Context: an optimization exercise on an open-source flow, tuned for small area. The choices shown serve that exercise and are no tape-out recipe. The RTL was checked by simulation tests, not by an equivalence proof against the original design. Power is estimated from default activity; no workload was simulated.

$ cat flow/config.mk
export PLATFORM = sky130hd
export DESIGN_NAME = wbuart
export DESIGN_NICKNAME = wbuart
export VERILOG_FILES = /design/flow/design.v
export SDC_FILE = /design/flow/constraint.sdc
export NUM_CORES = 4
export LEC_CHECK = 0
export CAP_MARGIN = 20
export CORE_MARGIN = 2
export CORE_UTILIZATION = 75
export SLEW_MARGIN = 20
$ cat flow/constraint.sdc
create_clock -name core_clock -period 10.0 [get_ports {i_clk}]
set_input_delay 2.0000 -clock core_clock [delete_from_list [all_inputs] [get_ports {i_clk}]]
set_output_delay 2.0000 -clock core_clock [all_outputs]
set_load 0.01 [all_outputs]
$ cat flow/design.v
`default_nettype	none
module	wbuart(i_clk, i_rst,
		i_wb_cyc, i_wb_stb, i_wb_we, i_wb_addr, i_wb_data,
			o_wb_ack, o_wb_stall, o_wb_data,
		i_uart_rx, o_uart_tx, i_cts_n, o_rts_n,
		o_uart_rx_int, o_uart_tx_int,
		o_uart_rxfifo_int, o_uart_txfifo_int);
	input	wire		i_clk, i_rst;
	input	wire		i_wb_cyc;
	input	wire		i_wb_stb, i_wb_we;
	input	wire	[1:0]	i_wb_addr;
	input	wire	[31:0]	i_wb_data;
	output	reg		o_wb_ack;
	output	wire		o_wb_stall;
	output	reg	[31:0]	o_wb_data;
	input	wire		i_uart_rx;
	output	wire		o_uart_tx;
	input	wire		i_cts_n;
	output	reg		o_rts_n;
	output	wire		o_uart_rx_int, o_uart_tx_int,
				o_uart_rxfifo_int, o_uart_txfifo_int;
	wire	tx_busy;
	reg	[30:24]	setup_hi;
	reg	[15:0]	setup_lo;
	wire	[30:0]	uart_setup = { setup_hi, 8'h0, setup_lo };
	wire	wr_setup = (i_wb_stb)&&(i_wb_addr == 2'b00)&&(i_wb_we);
	wire	wr_rxreg = (i_wb_stb)&&(i_wb_addr == 2'b10)&&(i_wb_we);
	wire	wr_txreg = (i_wb_stb)&&(i_wb_addr == 2'b11)&&(i_wb_we);
	always @(posedge i_clk)
		if (i_rst)
		begin
			setup_hi <= 7'h0;
			setup_lo <= 16'd25;
		end else if (wr_setup)
		begin
			setup_hi <= i_wb_data[30:24];
			setup_lo <= i_wb_data[15:0];
		end
	wire		rx_stb, rx_break, rx_perr, rx_ferr, ck_uart;
	wire	[7:0]	rx_uart_data;
	reg		rx_uart_reset;
	rxuart	rx(i_clk, (i_rst)||(rx_uart_reset),
			uart_setup[29:0], i_uart_rx,
			rx_stb, rx_uart_data, rx_break,
			rx_perr, rx_ferr, ck_uart);
	wire		rx_empty_n, rx_fifo_err;
	wire	[7:0]	rxf_wb_data;
	wire	[15:0]	rxf_status;
	reg		rxf_wb_read;
	ufifo	#(.RXFIFO(1))
		rxfifo(i_clk, (i_rst)||(rx_break)||(rx_uart_reset),
			rx_stb, rx_uart_data,
			rx_empty_n,
			rxf_wb_read, rxf_wb_data,
			rxf_status, rx_fifo_err);
	assign	o_uart_rxfifo_int = rxf_status[1];
	assign	o_uart_rx_int = rxf_status[0];
	always @(posedge i_clk)
		o_rts_n <= (!uart_setup[30])&&(rxf_status[5:2] > 4'd13);
	always @(posedge i_clk)
		rxf_wb_read <= (i_wb_stb)&&(i_wb_addr[1:0]==2'b10)
				&&(!i_wb_we);
	reg	r_rx_perr;
	always @(posedge i_clk)
		if ((rx_uart_reset)||(rx_break))
			r_rx_perr <= 1'b0;
		else if (wr_rxreg)
			r_rx_perr <= (r_rx_perr)&&(!i_wb_data[9]);
		else if (rx_stb)
			r_rx_perr <= (r_rx_perr)||(rx_perr);
	always @(posedge i_clk)
		if ((i_rst)||(wr_setup))
			rx_uart_reset <= 1'b1;
		else if (wr_rxreg)
			rx_uart_reset <= i_wb_data[12];
		else
			rx_uart_reset <= 1'b0;
	wire	[31:0]	wb_rx_data;
	assign	wb_rx_data = { 16'h00,
				3'h0, rx_fifo_err,
				rx_break, rx_ferr, r_rx_perr, !rx_empty_n,
				rxf_wb_data};
	wire		tx_empty_n, txf_err;
	wire	[7:0]	tx_data;
	wire	[15:0]	txf_status;
	reg		txf_wb_write, tx_uart_reset;
	reg	[7:0]	txf_wb_data;
	always @(posedge i_clk)
	begin
		txf_wb_write <= wr_txreg;
		txf_wb_data  <= i_wb_data[7:0];
	end
	reg	r_tx_break;
	ufifo	#(.RXFIFO(0))
		txfifo(i_clk, (r_tx_break)||(tx_uart_reset),
			txf_wb_write, txf_wb_data,
			tx_empty_n,
			(!tx_busy)&&(tx_empty_n), tx_data,
			txf_status, txf_err);
	assign	o_uart_tx_int = txf_status[0];
	assign	o_uart_txfifo_int = txf_status[1];
	always @(posedge i_clk)
		if (i_rst)
			r_tx_break <= 1'b0;
		else if (wr_txreg)
			r_tx_break <= i_wb_data[9];
	always @(posedge i_clk)
		if ((i_rst)||(wr_setup))
			tx_uart_reset <= 1'b1;
		else if (wr_txreg)
			tx_uart_reset <= i_wb_data[12];
		else
			tx_uart_reset <= 1'b0;
	txuart	tx(i_clk, i_rst, uart_setup,
			r_tx_break, (tx_empty_n), tx_data,
			i_cts_n, o_uart_tx, tx_busy);
	wire	tx_busy_or_full = tx_busy | txf_status[0];
	wire	[31:0]	wb_tx_data;
	assign	wb_tx_data = { 16'h00,
				i_cts_n, txf_status[1:0], txf_err,
				ck_uart, o_uart_tx, r_tx_break, tx_busy_or_full,
				tx_busy_or_full ? txf_wb_data : 8'h00 };
	wire	[31:0]	wb_fifo_data;
	assign	wb_fifo_data = { txf_status, rxf_status };
	reg	[1:0]	r_wb_addr;
	always @(posedge i_clk)
		r_wb_addr <= i_wb_addr;
	reg	r_wb_ack;
	always @(posedge i_clk)
		r_wb_ack <= i_wb_stb;
	always @(posedge i_clk)
		o_wb_ack <= r_wb_ack;
	always @(posedge i_clk)
		case(r_wb_addr)
		2'b00: o_wb_data <= { 1'b0, uart_setup };
		2'b01:  o_wb_data <= wb_fifo_data;
		2'b10: o_wb_data <= wb_rx_data;
		2'b11: o_wb_data <= wb_tx_data;
		endcase
	assign	o_wb_stall = 1'b0;
endmodule
`default_nettype	none
module rxuart(i_clk, i_reset, i_setup, i_uart_rx, o_wr, o_data, o_break,
			o_parity_err, o_frame_err, o_ck_uart);
	input	wire		i_clk, i_reset;
	input	wire	[29:0]	i_setup;
	input	wire		i_uart_rx;
	output	reg		o_wr;
	output	reg	[7:0]	o_data;
	output	reg		o_break;
	output	reg		o_parity_err, o_frame_err;
	output	wire		o_ck_uart;
	reg	[3:0]	state;
	wire	[15:0]	r_baud_in = i_setup[15:0];
	wire	[1:0]	data_bits   = i_setup[29:28];
	wire		dblstop     = i_setup[27];
	wire		use_parity  = i_setup[26];
	wire		fixd_parity = i_setup[25];
	wire		parity_even = i_setup[24];
	reg	[15:0]	baud_counter;
	reg		zero_baud_counter;
	reg	q_uart, qq_uart, ck_uart;
	always @(posedge i_clk)
	begin
		q_uart <= i_uart_rx;
		qq_uart <= q_uart;
		ck_uart <= qq_uart;
	end
	assign	o_ck_uart = ck_uart;
	reg	[19:0]	chg_count;
	reg		cmp_break, cmp_half, chg_restart, rb_zero;
	wire		chg_done = (chg_restart) ? rb_zero : cmp_break;
	wire		half_ok  = (chg_restart) ? (r_baud_in[15:1] == 15'h1)
						: cmp_half;
	wire		restart = (i_reset)||(qq_uart != ck_uart);
	wire	[19:0]	chg_next = (restart) ? 20'h1
				: ((chg_done) ? chg_count : chg_count + 20'h1);
	always @(posedge i_clk)
	begin
		chg_count   <= chg_next;
		chg_restart <= restart;
		cmp_break   <= (chg_next > { r_baud_in, 4'h0 });
		cmp_half    <= (r_baud_in[15:1] != 15'h0)
				&& (chg_next >= { 5'h0, r_baud_in[15:1] });
	end
	always @(posedge i_clk)
		if (state >= 4'he)
			rb_zero <= (r_baud_in == 16'h0);
	always @(posedge i_clk)
		o_break <= chg_done && !ck_uart;
	reg	line_synch;
	always @(posedge i_clk)
		line_synch <= chg_done && ck_uart;
	reg	half_baud_time;
	always @(posedge i_clk)
		half_baud_time <= (!ck_uart) && half_ok;
	always @(posedge i_clk)
	begin
		if (i_reset)
			state <= 4'he;
		else if (state == 4'he)
		begin
			if (line_synch)
				state <= 4'hf;
		end else if (o_break)
			state <= 4'hd;
		else if (state == 4'hd)
		begin
			if (ck_uart)
				state <= 4'hf;
		end else if (state == 4'hf)
		begin
			if ((!ck_uart)&&(half_baud_time))
				state <= { 2'b00, data_bits };
		end else if (zero_baud_counter)
		begin
			if (state < 4'h7)
				state <= state + 1;
			else if (state == 4'h7)
				state <= (use_parity) ? 4'h8:4'h9;
			else if (state == 4'h8)
				state <= 4'h9;
			else if (state == 4'h9)
			begin
				if (!ck_uart)
					state <= 4'he;
				else if (dblstop)
					state <= 4'ha;
				else
					state <= 4'hf;
			end else begin
				if (!ck_uart)
					state <= 4'he;
				else
					state <= 4'hf;
			end
		end
	end
	reg	[7:0]	data_reg;
	always @(posedge i_clk)
		if ((zero_baud_counter)&&(state != 4'h8)
				&&(state != 4'h9))
			case (data_bits)
			2'b00: data_reg <= { ck_uart, data_reg[7:1] };
			2'b01: data_reg <= { 1'b0, ck_uart, data_reg[6:1] };
			2'b10: data_reg <= { 2'b0, ck_uart, data_reg[5:1] };
			2'b11: data_reg <= { 3'b0, ck_uart, data_reg[4:1] };
			endcase
	reg		calc_parity;
	always @(posedge i_clk)
		if (state == 4'hf)
			calc_parity <= 0;
		else if (zero_baud_counter)
			calc_parity <= calc_parity ^ ck_uart;
	always @(posedge i_clk)
		if ((zero_baud_counter)&&(state == 4'h8))
		begin
			if (fixd_parity)
				o_parity_err <= (ck_uart ^ parity_even);
			else if (parity_even)
				o_parity_err <= (calc_parity != ck_uart);
			else
				o_parity_err <= (calc_parity == ck_uart);
		end else if (state >= 4'hd)
			o_parity_err <= 1'b0;
	always @(posedge i_clk)
		if ((zero_baud_counter)&&((state == 4'h9)
						||(state == 4'ha)))
			o_frame_err <= (o_frame_err)||(!ck_uart);
		else if ((zero_baud_counter)||(state >= 4'hd))
			o_frame_err <= 1'b0;
	reg	pre_wr, data_ev;
	always @(posedge i_clk)
		if (i_reset)
			pre_wr <= 1'b0;
		else if ((zero_baud_counter)&&(state == 4'h9))
			pre_wr <= 1'b1;
		else if ((zero_baud_counter)||(state == 4'hf))
			pre_wr <= 1'b0;
	always @(posedge i_clk)
		data_ev <= (i_reset)||((zero_baud_counter)&&(state == 4'h9));
	always @(posedge i_clk)
		if (data_ev)
			o_data <= (pre_wr) ? data_reg : 8'h00;
	always @(posedge i_clk)
		if ((zero_baud_counter)||(state == 4'hf))
			o_wr <= (pre_wr)&&(!i_reset);
		else
			o_wr <= 1'b0;
	always @(posedge i_clk)
		if ((i_reset)||(zero_baud_counter)||(state >= 4'hd))
			baud_counter <= r_baud_in;
		else
			baud_counter <= baud_counter - 16'h1;
	always @(posedge i_clk)
		if (state == 4'hf)
			zero_baud_counter <= 1'b0;
		else
			zero_baud_counter <= (baud_counter == 16'h2);
endmodule
`default_nettype	none
module txuart(i_clk, i_reset, i_setup, i_break, i_wr, i_data,
		i_cts_n, o_uart_tx, o_busy);
	input	wire		i_clk, i_reset;
	input	wire	[30:0]	i_setup;
	input	wire		i_break;
	input	wire		i_wr;
	input	wire	[7:0]	i_data;
	input	wire		i_cts_n;
	output	reg		o_uart_tx;
	output	wire		o_busy;
	reg	[30:24]	r_fmt;
	reg	[15:0]	r_baud;
	wire	[1:0]	data_bits   = r_fmt[29:28];
	wire		dblstop     = r_fmt[27];
	wire		use_parity  = r_fmt[26];
	wire		fixd_parity = r_fmt[25];
	wire		parity_even = r_fmt[24];
	wire		hw_flow_control = !r_fmt[30];
	reg	[27:0]	baud_counter;
	reg	[3:0]	state;
	reg	[7:0]	lcl_data;
	reg		calc_parity, r_busy, zero_baud_counter;
	reg	q_cts_n, qq_cts_n, ck_cts;
	always	@(posedge i_clk)
	begin
		q_cts_n <= i_cts_n;
		qq_cts_n <= q_cts_n;
		ck_cts <= (!qq_cts_n)||(!hw_flow_control);
	end
	wire	start = (i_wr)&&(!r_busy);
	always @(posedge i_clk)
	begin
		if (i_reset)
		begin
			r_busy <= 1'b1;
			state <= 4'hf;
		end else if (i_break)
		begin
			state <= 4'he;
			r_busy <= 1'b1;
		end else if (!zero_baud_counter)
			r_busy <= 1'b1;
		else if (state == 4'he)
		begin
			state <= 4'hf;
			r_busy <= 1'b1;
		end else if (state == 4'hf)
		begin
			if (start)
			begin
				r_busy <= 1'b1;
				state <= { 2'b00, data_bits };
			end else
				r_busy <= !ck_cts;
		end else begin
			r_busy <= 1'b1;
			if (state[3] == 0)
			begin
				if (state == 4'h7)
					state <= (use_parity)?4'h8:4'h9;
				else
					state <= state + 1;
			end else if (state == 4'h8)
				state <= 4'h9;
			else if (state == 4'h9)
			begin
				if (dblstop)
					state <= 4'ha;
				else
					state <= 4'hf;
			end else
				state <= 4'hf;
		end
	end
	assign	o_busy = r_busy;
	always @(posedge i_clk)
		if (state == 4'hf)
		begin
			r_fmt  <= i_setup[30:24];
			r_baud <= i_setup[15:0];
		end
	always @(posedge i_clk)
		if (!r_busy)
			lcl_data <= i_data;
		else if (zero_baud_counter)
			lcl_data <= { 1'b0, lcl_data[7:1] };
	always @(posedge i_clk)
		if (i_reset)
			o_uart_tx <= 1'b1;
		else if ((i_break)||(start))
			o_uart_tx <= 1'b0;
		else if (zero_baud_counter)
			casez(state)
			4'b0???:	o_uart_tx <= lcl_data[0];
			4'h8:	o_uart_tx <= calc_parity;
			default:	o_uart_tx <= 1'b1;
			endcase
	always @(posedge i_clk)
		if (fixd_parity)
			calc_parity <= parity_even;
		else if (zero_baud_counter)
		begin
			if (state[3] == 0)
				calc_parity <= calc_parity ^ lcl_data[0];
			else
				calc_parity <= parity_even;
		end else if (!r_busy)
			calc_parity <= parity_even;
	always @(posedge i_clk)
	begin
		zero_baud_counter <= (baud_counter == 28'h02);
		if ((i_reset)||(i_break))
		begin
			baud_counter <= { 8'h0, r_baud, 4'h1 };
			zero_baud_counter <= 1'b0;
		end else if (!zero_baud_counter)
			baud_counter <= baud_counter - 28'h01;
		else if (state == 4'he)
			baud_counter <= { 10'h0, r_baud, 2'b01 };
		else if (state == 4'hf)
		begin
			baud_counter <= 28'h1;
			zero_baud_counter <= 1'b1;
			if (start)
			begin
				baud_counter <= { 12'h0, r_baud };
				zero_baud_counter <= 1'b0;
			end
		end else
			baud_counter <= { 12'h0, r_baud };
	end
endmodule
`default_nettype	none
module ufifo(i_clk, i_rst, i_wr, i_data, o_empty_n, i_rd, o_data, o_status, o_err);
	parameter	RXFIFO = 1'b0;
	input	wire		i_clk, i_rst;
	input	wire		i_wr;
	input	wire	[7:0]	i_data;
	output	wire		o_empty_n;
	input	wire		i_rd;
	output	wire	[7:0]	o_data;
	output	wire	[15:0]	o_status;
	output	wire		o_err;
	reg	[7:0]	mem	[1:15];
	reg	[3:0]	rp, wp, n;
	reg		ovfl;
	wire	full  = (n == 4'hf);
	wire	empty = (n == 4'h0);
	wire	do_rd = i_rd && !empty;
	wire	do_wr = i_wr && (i_rd || !full);
	wire	[3:0]	rp_adv  = do_rd ? { rp[2:0], rp[3]^rp[2] } : rp;
	wire	[3:0]	rp_next = { rp_adv[3:1], rp_adv[0] | (rp_adv == 4'h0) };
	always @(posedge i_clk)
	begin
		rp <= (RXFIFO != 0) ? rp_next : (i_rst ? 4'h1 : rp_next);
		if (i_rst)
		begin
			wp   <= (RXFIFO != 0) ? rp_next : 4'h1;
			n    <= 4'h0;
			ovfl <= 1'b0;
		end else begin
			if (do_wr)
				wp <= { wp[2:0], wp[3]^wp[2] };
			if (do_wr && !do_rd)
				n <= n + 4'h1;
			else if (do_rd && !do_wr)
				n <= n - 4'h1;
			if (i_wr && !i_rd && full)
				ovfl <= 1'b1;
		end
	end
	always @(posedge i_clk)
		if (do_wr && !i_rst)
			mem[wp] <= i_data;
	generate if (RXFIFO != 0)
	begin : RX
		reg		show;
		always @(posedge i_clk)
			show <= (n != { 3'b0, do_rd });
		assign	o_data = show ? mem[rp] : i_data;
		assign	o_status = { 4'h4, 6'h0, n, n[3], !empty };
	end else begin : TX
		assign	o_data = mem[rp];
		assign	o_status = { 4'h4, 6'h0, ~n, !n[3], full };
	end endgenerate
	assign	o_empty_n = !empty;
	assign	o_err = ovfl;
endmodule
$ cat flow/flow/run.sh
#!/bin/bash
# Standard ORFS layout with two changes: ports get the smallest buffer
# (sky130_fd_sc_hd__buf_1), and clock tree synthesis clusters the sinks
# without dummy loads.  All of ORFS's output goes to standard.log here and
# to the per-step logs under orfs/logs/.
set -euo pipefail
export BUFFER_PORTS_ARGS="-buffer_cell sky130_fd_sc_hd__buf_1"
export CTS_ARGS="-sink_clustering_enable -repair_clock_nets -dont_use_dummy_load -sink_clustering_size 10 -sink_clustering_max_diameter 45 -buf_list sky130_fd_sc_hd__clkbuf_4"
bash standard.sh > standard.log 2>&1
$ cat flow/standard.sh
#!/bin/bash
# synth_recipe.tcl (not shown) runs the flow's synth.tcl, then flattens the netlist and writes it again
# the make line also repeats each setting of config.mk as NAME=value (left out here)
make -C /OpenROAD-flow-scripts/flow DESIGN_CONFIG=/design/flow/config.mk WORK_HOME=/design/flow/orfs CLKGATE_MAP_FILE= SYNTH_SCRIPT=/design/flow/synth_recipe.tcl "${@:-finish}"
==> impl_metrics.tcl, run 1 <==
set metrics [dict create \
    clock_tree.buffer_depth 3 \
    ios 81 \
    path_common_cell "nor2_1" \
    cts-resized-gates 0 \
    grt_pass1_vias 12460 \
    rows 59 \
    dp_cells 1927 \
    drt-total-wl_mm 43.50 \
    worstSetupEndpointType "register" \
    cts.htree.levels 2 \
    yosys_warnings 5 \
    antenna_found_initial 1 \
    fillers 1498 \
    synth_top_area_frac 0.4401 \
    portBuffers 66 \
    hold_buffers 0 \
    worst_pin_slew_ns 1.060 \
    worstSetupPathType "primary input to register" \
    synth_edf_count 295 \
    start_kind "primary input" \
    multi_input_area_mm2 0.007106 \
    finalHoldViolations 0 \
    slowest_stage "nand2_1" \
    yosys.area_share.simple 0.1169 \
    worstPathMaxFanout 28 \
    cts.sinks 480 \
    synth_top_area_cell "edfxtp_1" \
    drt-pass1-iter-count 7 \
    ir_drop_v 0.0001212 \
    crit_required_ns 10.58 \
    largest_registers "rxfifo.mem x120, txfifo.mem x120" \
    gp_congestion 0.9274 \
    ys_ff_latch 480 \
    globalRouteOverflowTotal 0 \
    finalSetupTns_ns 0 \
    fmax_mhz 227.5 \
    postCtsSetupBuffers 0 \
    r2r_slack_ns 6.67 \
    drc 0 \
    cp_cell_sequence "buf_1 > buf_4 > nor2_1 > nand2_1 > nor2_1 > ha_1 > a211o_1 > o211ai_1 > a21oi_1 > o31ai_1 > nand3b_1 > o31a_1" \
    grt_pass1_wl_mm 67.97 \
    ant_nets 0 \
    clock-root-buffer "clkbuf_4" \
    drt_iter0_drc 1438 \
    p_leak_nw 7.515 \
    synth_top_family_by_area "simple AND/OR/NAND/NOR gates" \
    wl_per_cell_um 21.94 \
    initial_core_util 0.7681 \
    synth_commonest_cells "295 x edfxtp_1, 185 x dfxtp_1, 172 x nand2_1" \
    area_delta_synth_final_pct 4.476 \
    numCtsBuffers 55 \
    hold_class "register to register" \
    layout-drive-gt1-share 0.09957 \
    synth_ff_type "edfxtp_1" \
    clkTransAtPathRegs_ns 0.10 \
    rsz0062_at_grt "false" \
    clock_skew_ns 0.07248 \
    dp_hpwl_mm 30.36 \
    yosys.area_share.adder 0.03866 \
    avgSynthCellArea_um2 12.76 \
    regArea_mm2 0.01256 \
    arrival_ns 4.98 \
    die_w_um 167.8 \
    gr-usage-all-layers 0.3127 \
    cts_tree "yes" \
    core_area_mm2 0.02621 \
    synth_compound_area_frac 0.07422 \
    dieHeight_um 167.8 \
    final_nets 1751 \
    synth_most_common_cell "edfxtp_1" \
    critPathMaxStageDelay_ns 0.55 \
    synthArstFlopShare 0 \
    grt_max_degree 44 \
    slew_viol_final 0 \
    p_per_area_mw_per_mm2 148.5 \
    dieArea_mm2 0.02817 \
    fin_crit_ns 4.395 \
    clk-insertion-delay-late_ns 0.74 \
    synth_xor_area_frac 0.02872 \
    period_share 0.4395 \
    status "timing/DRC/antenna clean" \
    syn_area_mm2 0.02013 \
    ys_types 70 \
    synth.mux.area_fraction 0.09299 \
    syn_inst 1578 \
    drv_cap 0 \
    synth_seq_area_share 0.6241 \
    finalSetupViolCount 0 \
    fin_cells 1983 \
    num_vias 12880 \
    relSlewSlack 0.2905 \
    synthTopCellsByArea "edfxtp_1 44%, dfxtp_1 18%, mux4_2 7.0%, ha_1 3.7%, nand2_1 3.2%" \
    vias_per_cell 6.497 \
]
[final timing paths]
path                                        endpoint                    from  cells after the start
worst min register to register    rx.qq_uart$_DFF_P_       rx.q_uart$_DFF_P_                      0
worst max register to register  rx.cmp_break$_DFF_P_  rx.chg_restart$_DFF_P_                     12
worst min-delay path              rx.qq_uart$_DFF_P_       rx.q_uart$_DFF_P_                      0
worst max-delay path            rx.cmp_break$_DFF_P_                   i_rst                     12
[through the flow]
| stage | setup slack (ns) | hold WS [ns] | power (W) | util | cell area, um^2 |
|---|---|---|---|---|---|
| 2_1_floorplan | 5.658 | 0.3096 | 0.002286 | - | 20140 |
| 4_1_cts | 5.656 | 0.3385 | 0.003129 | 0.8024 | 21030 |
| 3_5_place_dp | 4.943 | 0.3171 | 0.002337 | 0.7866 | 20610 |
| 5_1_grt | 5.424 | 0.3510 | 0.003226 | 0.8025 | 21030 |
| 6_report | 5.605 | 0.3346 | 0.003122 | 0.8025 | 21030 |
| 3_3_place_gp | 5.019 | 0.3115 | 0.002330 | 0.7863 | 20600 |
[critical path: cells and delay by family]
family                   cells  cell delay (ns)
adder cells (fa/ha/maj)      1             0.31
AO/OA/AOI/OAI                5             0.85
buffers and inverters        2             0.29
AND/OR/NAND/NOR              4             1.52
[layout make-up]
class,instances,area share
timing repair buffer,76,0.01535
clock buffer,55,0.01963
multi-input combinational,982,0.3379
sequential,480,0.5975
antenna,1,0.0001190
inverter,54,0.009638
tap,335,0.01993
[power breakdown]
part | internal (W) | total (W) | switching, W
Clock | 0.000252 | 0.000825 | 0.000574
Sequential | 0.00213 | 0.00217 | 0.0000455
Combinational | 0.0000490 | 0.000125 | 0.0000761
Total | 0.00243 | 0.00312 | 0.000695
[logic make-up after synthesis]
| kind of cell | after synthesis |
|---|---|
| AO/OA/AOI/OAI | 246 |
| XOR/XNOR | 66 |
| adder cells (fa/ha/maj) | 61 |
| buffers and inverters | 119 |
| flip-flops | 480 |
| multiplexers | 107 |
| other | 1 |
| AND/OR/NAND/NOR | 498 |
[layout by cell type, fill, tap and decap left out, types with 7 or more instances in the layout]
master    instances
a211oi_1          8
a21o_1            9
a21oi_1          83
a31oi_1           7
and2_1           24
and3_1            9
buf_1            66
buf_4            10
clkbuf_4         55
dfxtp_1         183
edfxtp_1        295
ha_1             59
inv_1            53
mux2_2            7
mux2i_1          36
mux4_2           63
nand2_1         172
nand2b_1         16
nand3_1          28
nand3b_1          7
nand4_1          12
nor2_1          152
nor3_1           16
nor3_2            7
nor4_1           12
o21a_1           10
o21ai_0          74
or2_2             7
or3_1             9
xnor2_1          29
xor2_1           37
[routing by layer]
metal  track usage  up-vias  share of wire
li1              -     5892              -
met1        0.4509     6199           0.41
met2        0.4937      674           0.47
met3       0.05172      119          0.090
met4        0.1108        0          0.032
met5             0        -              0
==> run 2: changes to the inputs <==
--- a/flow/flow/run.sh
+++ b/flow/flow/run.sh
@@ -6,4 +6,4 @@
 set -euo pipefail
 export BUFFER_PORTS_ARGS="-buffer_cell sky130_fd_sc_hd__buf_1"
-export CTS_ARGS="-sink_clustering_enable -repair_clock_nets -dont_use_dummy_load -sink_clustering_size 10 -sink_clustering_max_diameter 45 -buf_list sky130_fd_sc_hd__clkbuf_4"
+export CTS_ARGS="-sink_clustering_enable -repair_clock_nets -dont_use_dummy_load -sink_clustering_size 10 -sink_clustering_max_diameter 40 -buf_list sky130_fd_sc_hd__clkbuf_4"
 bash standard.sh > standard.log 2>&1
--- a/flow/config.mk
+++ b/flow/config.mk
@@ -8,4 +8,4 @@
 export CAP_MARGIN = 20
 export CORE_MARGIN = 2
-export CORE_UTILIZATION = 75
+export CORE_UTILIZATION = 80
 export SLEW_MARGIN = 20
==> impl_metrics.tcl, run 2 <==
set metrics [dict create \
    status "timing/DRC/antenna clean" \
    p_leak_nw 7.520 \
    numCtsBuffers 57 \
    hold_buffers 0 \
    finalSetupViolCount 0 \
    core_area_mm2 0.02496 \
    p_switching_w 0.0007021 \
    synth_compound_area_frac 0.07422 \
    syn_inst 1578 \
    clock-root-buffer "clkbuf_4" \
    combPwrFrac 0.040 \
    ys_ff_latch 480 \
    synth_top_family_by_area "simple AND/OR/NAND/NOR gates" \
    gp_congestion 0.9413 \
    dp_slack_ns 5.127 \
    avgSynthCellArea_um2 12.76 \
    die_w_um 162.6 \
    fin_crit_ns 4.164 \
    synth_seq_area_share 0.6241 \
    globalRouteOverflowTotal 0 \
    cts-resized-gates 0 \
    synth_xor_area_frac 0.02872 \
    synthTopCellsByArea "edfxtp_1 44%, dfxtp_1 18%, mux4_2 7.0%, ha_1 3.7%, nand2_1 3.2%" \
    wl_per_cell_um 23.42 \
    arrival_ns 4.79 \
    final_common_cell "edfxtp_1" \
    clock_skew_ns 0.04548 \
    intPower_w 0.002436 \
    finalSetupTns_ns 0 \
    worstSetupEndpointType "register" \
    start_kind "primary input" \
    ant_nets 0 \
    synth_top_area_cell "edfxtp_1" \
    relSlewSlack 0.2947 \
    postCtsSetupBuffers 0 \
    switching_share 0.2238 \
    drv_cap 0 \
    cts_tree "yes" \
    synth_edf_count 295 \
    fmax_mhz 240.2 \
    postLayoutSetupSlackWorst_ns 5.836 \
    portBuffers 66 \
    finalHoldViolations 0 \
    largest_registers "rxfifo.mem x120, txfifo.mem x120" \
    mostFrequentLayoutCells "295 x edfxtp_1, 183 x dfxtp_1, 172 x nand2_1" \
    cts.htree.levels 2 \
    antenna_found_initial 1 \
    hold_class "register to register" \
    clock_tree.buffer_depth 3 \
    ir_drop_v 0.0001242 \
    grt_pass1_wl_mm 70.99 \
    p_per_area_mw_per_mm2 149.2 \
    final_nets 1752 \
    drt_iter0_drc 1556 \
    worstPathMaxFanout 28 \
    rows 58 \
    vias_per_cell 6.691 \
    worst_pin_slew_ns 1.054 \
    dieHeight_um 162.6 \
    drt-pass1-iter-count 7 \
    yosys.area_share.simple 0.1169 \
    worstSetupPathType "primary input to register" \
    gr-usage-all-layers 0.3565 \
    timing.hold.ws_ns 0.3351 \
    dieArea_mm2 0.02645 \
    synth_commonest_cells "295 x edfxtp_1, 185 x dfxtp_1, 172 x nand2_1" \
    syn_area_mm2 0.02013 \
    synth_top_area_frac 0.4401 \
    drc 0 \
    cts.sinks 480 \
    yosys.area_share.adder 0.03866 \
    clk-insertion-delay-late_ns 0.73 \
    drt-total-wl_mm 46.35 \
    period_share 0.4164 \
    grt_pass1_vias 12990 \
    crit_required_ns 10.62 \
    synth_most_common_cell "edfxtp_1" \
    pwr-share-clk 0.267 \
    yosys_warnings 5 \
    num_vias 13240 \
    ys_types 70 \
    grt_max_degree 44 \
    synth.mux.area_fraction 0.09299 \
    rsz0062_at_grt "false" \
    layout-drive-gt1-share 0.1001 \
    synth_ff_type "edfxtp_1" \
    clkTransAtPathRegs_ns 0.10 \
    seq_power_share 0.693 \
    synthArstFlopShare 0 \
    slew_viol_final 0 \
    reg2regPathDepth 12 \
    area_delta_synth_final_pct 4.481 \
    hold_path_depth 0 \
    dp_hpwl_mm 32.62 \
    ios 81 \
    initial_core_util 0.8063 \
]
-- run 2: cell counts after synthesis --
Identical to the previous run, type by type.
-- run 2: layout make-up --
type                    count  area, um^2
fillers                  1300        3933
multi-input cells         982        7106
inverters                  54       202.7
well taps                 330       412.9
diodes                      1       2.502
repair buffers             75       315.3
flip-flops and latches    480       12560
clock buffers              57       427.9
-- run 2: path summary, 6_finish.rpt --
path	start	endpoint	slack, ns
worst min register to register	tx.q_cts_n$_DFF_P_	tx.qq_cts_n$_DFF_P_	0.34
worst min-delay path	tx.q_cts_n$_DFF_P_	tx.qq_cts_n$_DFF_P_	0.34
worst max-delay path	i_rst	rx.cmp_half$_DFF_P_	5.84
worst max register to register	rx.chg_restart$_DFF_P_	rx.cmp_break$_DFF_P_	6.63
-- run 2: power by group through the flow --
stage / logic (W) / registers [W] / clock network [W]
final: 0.000127 / 0.00217 / 0.000838
after global routing: 0.000138 / 0.00218 / 0.000908
after floorplan: 0.0000876 / 0.00220 / 0
after global placement: 0.000118 / 0.00221 / 0
after CTS: 0.000125 / 0.00217 / 0.000839
after detailed placement: 0.000124 / 0.00222 / 0
-- run 2: cells by family (layout without fill, tap and decap cells) --
group                    after synthesis  count (layout)
adder cells (fa/ha/maj)               61              61
buffers and inverters                119             186
AO/OA/AOI/OAI                        246             246
AND/OR/NAND/NOR                      498             498
XOR/XNOR                              66              66
flip-flops                           480             480
multiplexers                         107             107
other                                  1               5
-- run 2: stage by stage --
| step | total power (W) | std cells | area, um^2 | utilization |
|---|---|---|---|---|
| floorplan | 0.002286 | 1581 | 20140 | - |
| global route | 0.003224 | 1979 | 21030 | 0.8425 |
| CTS | 0.003135 | 1978 | 21020 | 0.8420 |
| global placement | 0.002330 | 1921 | 20590 | 0.8248 |
| detailed placement | 0.002340 | 1921 | 20590 | 0.8248 |
| finish | 0.003138 | 1979 | 21030 | 0.8425 |
-- run 2: critical path, cell delays in order --
cell and delay (ns):
buf_1 0.09, buf_4 0.23, nor2_1 0.31, nand2_1 0.51
nor2_1 0.41, ha_1 0.30, a21oi_1 0.12, o21ai_0 0.12
a211oi_1 0.28, o31ai_1 0.12, a32oi_1 0.19, o21ai_1 0.10
-- run 2: routing by layer --
layer	vias up	GRT usage	share of wire
li1	5883	-	-
met1	6405	0.4831	0.37
met2	805	0.5899	0.49
met3	148	0.06137	0.095
met4	0	0.1372	0.040
met5	-	0	0
==> run 3: changes to the inputs <==
--- a/flow/config.mk
+++ b/flow/config.mk
@@ -8,4 +8,4 @@
 export CAP_MARGIN = 20
 export CORE_MARGIN = 2
-export CORE_UTILIZATION = 80
+export CORE_UTILIZATION = 75
 export SLEW_MARGIN = 20
==> impl_metrics.tcl, run 3 <==
set metrics [dict create \
    timing.hold.ws_ns 0.3499 \
    syn_area_mm2 0.02013 \
    ios 81 \
    synth_ff_type "edfxtp_1" \
    final_nets 1754 \
    finalHoldViolations 0 \
    finalSetupTns_ns 0 \
    syn_inst 1578 \
    slowest_stage "nand2_1" \
    rows 59 \
    numCtsBuffers 58 \
    synthTopCellsByArea "edfxtp_1 44%, dfxtp_1 18%, mux4_2 7.0%, ha_1 3.7%, nand2_1 3.2%" \
    finalSetupViolCount 0 \
    avgSynthCellArea_um2 12.76 \
    fmax_mhz 230.8 \
    dieHeight_um 167.8 \
    synth_commonest_cells "295 x edfxtp_1, 185 x dfxtp_1, 172 x nand2_1" \
    clock_tree.buffer_depth 3 \
    initial_core_util 0.7681 \
    path_common_cell "nor2_1" \
    cp_top_family "simple AND/OR/NAND/NOR gates" \
    num_vias 12880 \
    die_w_um 167.8 \
    vias_per_cell 6.482 \
    cts.sinks 480 \
    critPathMaxStageDelay_ns 0.54 \
    globalRouteOverflowTotal 0 \
    portBuffers 66 \
    clock-root-buffer "clkbuf_4" \
    p_per_area_mw_per_mm2 149.1 \
    start_kind "primary input" \
    synth_most_common_cell "edfxtp_1" \
    drt-total-wl_mm 43.49 \
    hold_buffers 0 \
    ys_ff_latch 480 \
    critPathBufInv 2 \
    drv_cap 0 \
    synth_top_area_frac 0.4401 \
    p_leak_nw 7.529 \
    ir_drop_v 0.0001265 \
    cts-resized-gates 0 \
    dp_hpwl_mm 30.36 \
    clock_skew_ns 0.04239 \
    fin_crit_ns 4.332 \
    yosys_warnings 5 \
    ys_types 70 \
    synth_edf_count 295 \
    mostFrequentLayoutCells "295 x edfxtp_1, 183 x dfxtp_1, 172 x nand2_1" \
    antenna_found_initial 1 \
    drc 0 \
    period_share 0.4332 \
    synth_seq_area_share 0.6241 \
    status "timing/DRC/antenna clean" \
    drt-pass1-iter-count 5 \
    rsz0062_at_grt "false" \
    worstSetupEndpointType "register" \
    dieArea_mm2 0.02817 \
    postCtsSetupBuffers 0 \
    worstPathMaxFanout 28 \
    hold_class "register to register" \
    synthArstFlopShare 0 \
    layout-drive-gt1-share 0.1012 \
    gr-usage-all-layers 0.3122 \
    grt_pass1_wl_mm 67.93 \
    arrival_ns 4.93 \
    grt_max_degree 44 \
    final_common_cell "edfxtp_1" \
    crit_required_ns 10.60 \
    gp_congestion 0.9274 \
    core_area_mm2 0.02621 \
    relSlewSlack 0.3190 \
    cp_cell_sequence "buf_1 > buf_4 > nor2_1 > nand2_1 > nor2_1 > ha_1 > a211o_1 > o211ai_1 > a21oi_1 > o31ai_1 > nand3b_1 > o31a_1" \
    drt_iter0_drc 1371 \
    slew_viol_final 0 \
    grt_pass1_vias 12520 \
    cts_tree "yes" \
    area_delta_synth_final_pct 4.600 \
    wl_per_cell_um 21.89 \
    worstSetupPathType "primary input to register" \
    synth_top_area_cell "edfxtp_1" \
    clk-insertion-delay-late_ns 0.74 \
    clkTransAtPathRegs_ns 0.10 \
    worst_pin_slew_ns 1.018 \
    cts.htree.levels 2 \
    ant_nets 0 \
    largest_registers "rxfifo.mem x120, txfifo.mem x120" \
]
run 3: kinds of logic (layout without fill, tap and decap cells):
| family | after synthesis | after routing | synth area share |
|---|---|---|---|
| other cells | 1 | 6 | 0.0001863 |
| simple gates | 498 | 498 | 0.1169 |
| compound gates | 246 | 246 | 0.07422 |
| buf+inv | 119 | 188 | 0.02424 |
| fa+ha+maj | 61 | 61 | 0.03866 |
| flops | 480 | 480 | 0.6241 |
| xor+xnor | 66 | 66 | 0.02872 |
| mux | 107 | 107 | 0.09299 |
run 3: per-stage QoR:
step	instances	setup slack, ns	area [um^2]	power (W)	utilization
floorplan	1581	5.658	20140	0.002286	-
global placement	1927	5.019	20600	0.002330	0.7863
detailed placement	1927	4.943	20610	0.002337	0.7866
CTS	1985	5.693	21050	0.003147	0.8032
global route	1986	5.434	21050	0.003239	0.8033
finish	1987	5.668	21060	0.003140	0.8034
run 3: layer usage:
layer  vias up  share of wire  GRT usage
li1       5912              -          -
met1      6243           0.42     0.4510
met2       621           0.47     0.4941
met3       103          0.081    0.04631
met4         0          0.031     0.1146
met5         -              0          0
run 3: path summary, 6_finish.rpt:
path	from	end	slack, ns	depth (start not counted)
max	i_rst	rx.cmp_break$_DFF_P_	5.67	12
min	rx.q_uart$_DFF_P_	rx.qq_uart$_DFF_P_	0.35	0
max reg2reg	rx.chg_restart$_DFF_P_	rx.cmp_break$_DFF_P_	6.67	12
min reg2reg	rx.q_uart$_DFF_P_	rx.qq_uart$_DFF_P_	0.35	0
run 3: final cells by class:
class	count	area (um^2)
Antenna cell	2	5.005
Clock buffer	58	435.4
Fill cell	1508	5151
Inverter	54	202.7
Multi-Input combinational cell	982	7106
Sequential cell	480	12560
Tap cell	335	419.2
Timing Repair Buffer	76	322.8
run 3: worst register-to-register path: cells and delay by family (launching register included):
kind,cells,cell delay [ns]
simple gates,4,1.03
flops,1,0.40
fa+ha+maj,1,0.31
xor+xnor,1,0.16
mux,1,0.47
compound gates,5,0.84
run 3: power by group:
part / internal [W] / switching (W)
clock: 0.000265 / 0.000579
sequential: 0.00213 / 0.0000454
combinational: 0.0000490 / 0.0000757

-- static timing again, ports no longer ideal --
The results above use ideal ports. As a check the final layouts listed here were re-extracted and re-timed, cells and wires unchanged.
Step 1 assumes that a clkbuf_16 drives the clock port and a buf_2 every other input.
Step 2, shift: input delay + t, output delay - t, t = (earliest + latest rising clock arrival at the registers) / 2. This alone moves slack from input paths to output paths.
a / b / c = ideal / step 1 / step 2; a / b = the first two.
run | shift t [ns] | slack for setup (ns) | hold slack, ns | worst setup path at the end | pins driven straight from the clock port
run 1 | 0.752 | 5.605 / 5.630 / 4.878 | 0.335 / 0.335 / 0.335 | input to register | 1
run 2 | 0.754 | 5.836 / 5.860 / 5.106 | 0.335 / 0.335 / 0.335 | input to register | 1
run 3 | 0.766 | 5.668 / 5.692 / 4.926 | 0.350 / 0.350 / 0.350 | input to register | 1
After both steps setup and hold are still met in every run listed. For run 3, which loses most, drivers alone change the setup slack by +0.024 ns; drivers and shift together by -0.742 ns.
